From an optimization exercise on the open Yosys and OpenROAD flow, aimed at small area, a short achievable clock period and few clock cycles; shortcuts taken in it are not production practice. Where RTL was checked, it was by simulation tests only, not by an equivalence proof against the original.

main:
## sha256_v2
module sha256_v2(
    input wire i_clk,
    input wire i_rst,
    input wire i_write,
    input wire [7:0] i_N,
    input wire [8:0] i_bit_miss,
    input wire i_read,
    input wire [31:0] i_data,
    output reg [31:0] o_data,
    output reg o_done
);
    localparam [255:0] IV = {32'h6a09e667, 32'hbb67ae85, 32'h3c6ef372, 32'ha54ff53a,
                             32'h510e527f, 32'h9b05688c, 32'h1f83d9ab, 32'h5be0cd19};
    reg        wr_r;         
    reg        rd_r;         
    reg [7:0]  n_r;          
    reg [8:0]  bm_r;         
    reg [6:0]  t;            
    reg        padblk;       
    reg [7:0]  blk;          
    reg        last_r;       
    reg        ro_en;        
    reg [2:0]  rc;           
    reg [31:0] keep_r;       
    reg [31:0] set_r;        
    reg        first;        
    wire last     = last_r & ~padblk;
    wire need_pad = (bm_r <= 9'd64);
    wire t_lo     = ~t[6] & ~t[5] & ~t[4];           
    wire rnd_en   = t_lo ? (wr_r | padblk) : ~t[6];   
    wire t64      = t[6];
    wire msg_end  = padblk | (last & ~need_pad);     
    wire fin      = t64 & msg_end;
    wire fin63    = (t == 7'd63) & msg_end;          
    wire ring_add = t64 | (t[5] & t[4] & t[3] & t[2] & (t[1] | t[0]));  
    wire iv_ld    = (t == 7'd0) & first & ~wr_r;
    wire [6:0] t_nx      = rnd_en ? t + 7'd1 : (t64 ? 7'd0 : t);
    wire       padblk_nx = t64 ? (~fin & (last | padblk)) : padblk;
    wire [7:0] blk_nx    = ~t64 ? blk : (fin ? 8'd0 : (last ? blk : blk + 8'd1));
    wire       last_nx   = (n_r == blk_nx + 8'd1);
    wire       lo_nx     = ~t_nx[6] & ~t_nx[5] & ~t_nx[4];
    wire [31:0] keep_nx, set_nx;
  ...
Size in the first run: about 6400 cells after synthesis, roughly 86 I/O pins.
Settings: LEC_CHECK=0, ABC_AREA=1, CAP_MARGIN=20, CORE_MARGIN=2, CORE_UTILIZATION=60, CTS_CLUSTER_DIAMETER=100, CTS_CLUSTER_SIZE=20, SLEW_MARGIN=20; clock period 20.0 ns.
standard.sh (not shown) runs the stock make flow with config.mk's settings and CLKGATE_MAP_FILE= SYNTH_SCRIPT=/design/flow/synth_recipe.tcl, a recipe that flattens the netlist after the stock synthesis.
==> flow/flow/run.sh <==
#!/bin/bash
# Layout flow: the standard synthesis, then the standard layout with
# the timing repair told to keep a setup margin, so that it closes the design
# at a shorter period than the 20 ns constraint, and with the ports buffered
# by plain buffers (which the repair may then resize). Each step's full
# output goes to a log file of its own here. The repair after global routing
# keeps a larger margin, for what detailed routing adds.
set -euo pipefail
MARGIN=14.9
GRT_MARGIN=15.05
bash standard.sh synth > synth.log 2>&1
ARGS=("BUFFER_PORTS_ARGS=-buffer_cell sky130_fd_sc_hd__buf_2" "CTS_ARGS=-sink_clustering_enable -repair_clock_nets -sink_clustering_size 20 -sink_clustering_max_diameter 100 -dont_use_dummy_load")
bash standard.sh SETUP_SLACK_MARGIN=$MARGIN "${ARGS[@]}" cts > layout.log 2>&1
bash standard.sh SETUP_SLACK_MARGIN=$GRT_MARGIN "${ARGS[@]}" finish > layout2.log 2>&1
Inputs modified between main and the feature branch:
-- flow/design.v --
<<< main, line 195
    reg [31:0] keep_r;       
    reg [31:0] set_r;        
    reg        first;        
    wire last     = last_r & ~padblk;
    wire need_pad = (bm_r <= 9'd64);
>>> the feature branch, line 195
    reg [31:0] keep_r;       
    reg [31:0] set_r;        
    wire first    = (blk == 8'd0) & ~padblk;
    wire last     = last_r & ~padblk;
    wire need_pad = (bm_r <= 9'd64);
<<< main, line 201
    wire rnd_en   = t_lo ? (wr_r | padblk) : ~t[6];   
    wire t64      = t[6];
    wire msg_end  = padblk | (last & ~need_pad);     
    wire fin      = t64 & msg_end;
    wire fin63    = (t == 7'd63) & msg_end;          
    wire ring_add = t64 | (t[5] & t[4] & t[3] & t[2] & (t[1] | t[0]));  
    wire iv_ld    = (t == 7'd0) & first & ~wr_r;
>>> the feature branch, line 201
    wire rnd_en   = t_lo ? (wr_r | padblk) : ~t[6];   
    wire t64      = t[6];
    wire fin      = t64 & (padblk | (last & ~need_pad));
    wire ring_add = t64 | (t[5] & t[4] & t[3] & t[2] & (t[1] | t[0]));  
    wire iv_ld    = (t == 7'd0) & first & ~wr_r;
<<< main, line 231
            blk    <= 8'd0;
            ro_en  <= 1'b0;
            first  <= 1'b1;
        end else begin
            wr_r   <= i_write;
>>> the feature branch, line 229
            blk    <= 8'd0;
            ro_en  <= 1'b0;
        end else begin
            wr_r   <= i_write;
<<< main, line 237
            padblk <= padblk_nx;
            blk    <= blk_nx;
            ro_en  <= fin63 | (ro_en & ((t == 7'd0) | t64));
            first  <= (blk_nx == 8'd0) & ~padblk_nx;
        end
    end
    always @(posedge i_clk) begin
        rd_r   <= i_read;
        o_done <= ((t == 7'd63) & ~last & ~padblk) | ((t == 7'd62) & msg_end);
        n_r    <= i_N;
        bm_r   <= i_bit_miss;
>>> the feature branch, line 234
            padblk <= padblk_nx;
            blk    <= blk_nx;
            ro_en  <= fin | (ro_en & (t == 7'd0));
        end
    end
    always @(posedge i_clk) begin
        rd_r   <= i_read;
        o_done <= (t == 7'd63) & ~(last & need_pad);
        n_r    <= i_N;
        bm_r   <= i_bit_miss;
<<< main, line 249
        keep_r <= keep_nx;
        set_r  <= set_nx;
        if (fin63) rc <= 3'd0;
        else if (ro_en & rd_r & (rc != 3'd7)) rc <= rc + 3'd1;
    end
>>> the feature branch, line 245
        keep_r <= keep_nx;
        set_r  <= set_nx;
        if (fin) rc <= 3'd0;
        else if (ro_en & rd_r & (rc != 3'd7)) rc <= rc + 3'd1;
    end
<<< main, line 323
    end
    always @(posedge i_clk) begin
        if (t64) o_data <= add_a;
        else begin
            case (rc)
                3'd0: o_data <= HA0;
                3'd1: o_data <= HA1;
                3'd2: o_data <= HA2;
                3'd3: o_data <= HA3;
                3'd4: o_data <= HE0;
                3'd5: o_data <= HE1;
                3'd6: o_data <= HE2;
                default: o_data <= HE3;
            endcase
        end
    end
endmodule
>>> the feature branch, line 319
    end
    always @(posedge i_clk) begin
        case (rc)
            3'd0: o_data <= HA0;
            3'd1: o_data <= HA1;
            3'd2: o_data <= HA2;
            3'd3: o_data <= HA3;
            3'd4: o_data <= HE0;
            3'd5: o_data <= HE1;
            3'd6: o_data <= HE2;
            default: o_data <= HE3;
        endcase
    end
endmodule
[summary]
The feature branch vs. main: number of buffers outside the clock class in the layout fell by 7.1%; final wirelength decreased 6.8%; global-route wire length before repair has decreased; final critical-path required period lost 70 ps.
Going from main to the feature branch, worst slack on hold paths higher; TritonCTS buffer count lower; row count lower.
Testbench counts of the feature branch, summed over its fixed seeds: cycles 12,948.
Only the layout flow was run in main; the RTL was not checked for function there.

-- what the ideal ports hide --
The results above use ideal ports. As a check the final layouts listed here were re-extracted and re-timed, cells and wires unchanged. Step 1: set_driving_cell puts a clkbuf_16 on i_clk and a buf_2 on each other input, an assumption about the parent block. Step 2 also shifts input and output timing later by t, the mid clock arrival at the registers, as if the neighbouring blocks saw the same clock. Slacks: no drivers / after step 1 / after step 2; pairs: no drivers / after step 1.
run	shift t [ns]	slack for setup (ns)	hold slack, ns	worst setup path at the end	worst register clock-pin slew, ns
main	0.740	14.780 / 14.701 / 14.327	0.379 / 0.379 / 0.379	input to register	0.10 / 0.10
the feature branch	0.732	14.849 / 14.771 / 14.465	0.399 / 0.399 / 0.399	input to register	0.10 / 0.10
After both steps setup and hold are still met in every run listed. The setup slack of main, which loses most, moves by -0.079 ns with the drivers and by -0.453 ns with both steps.
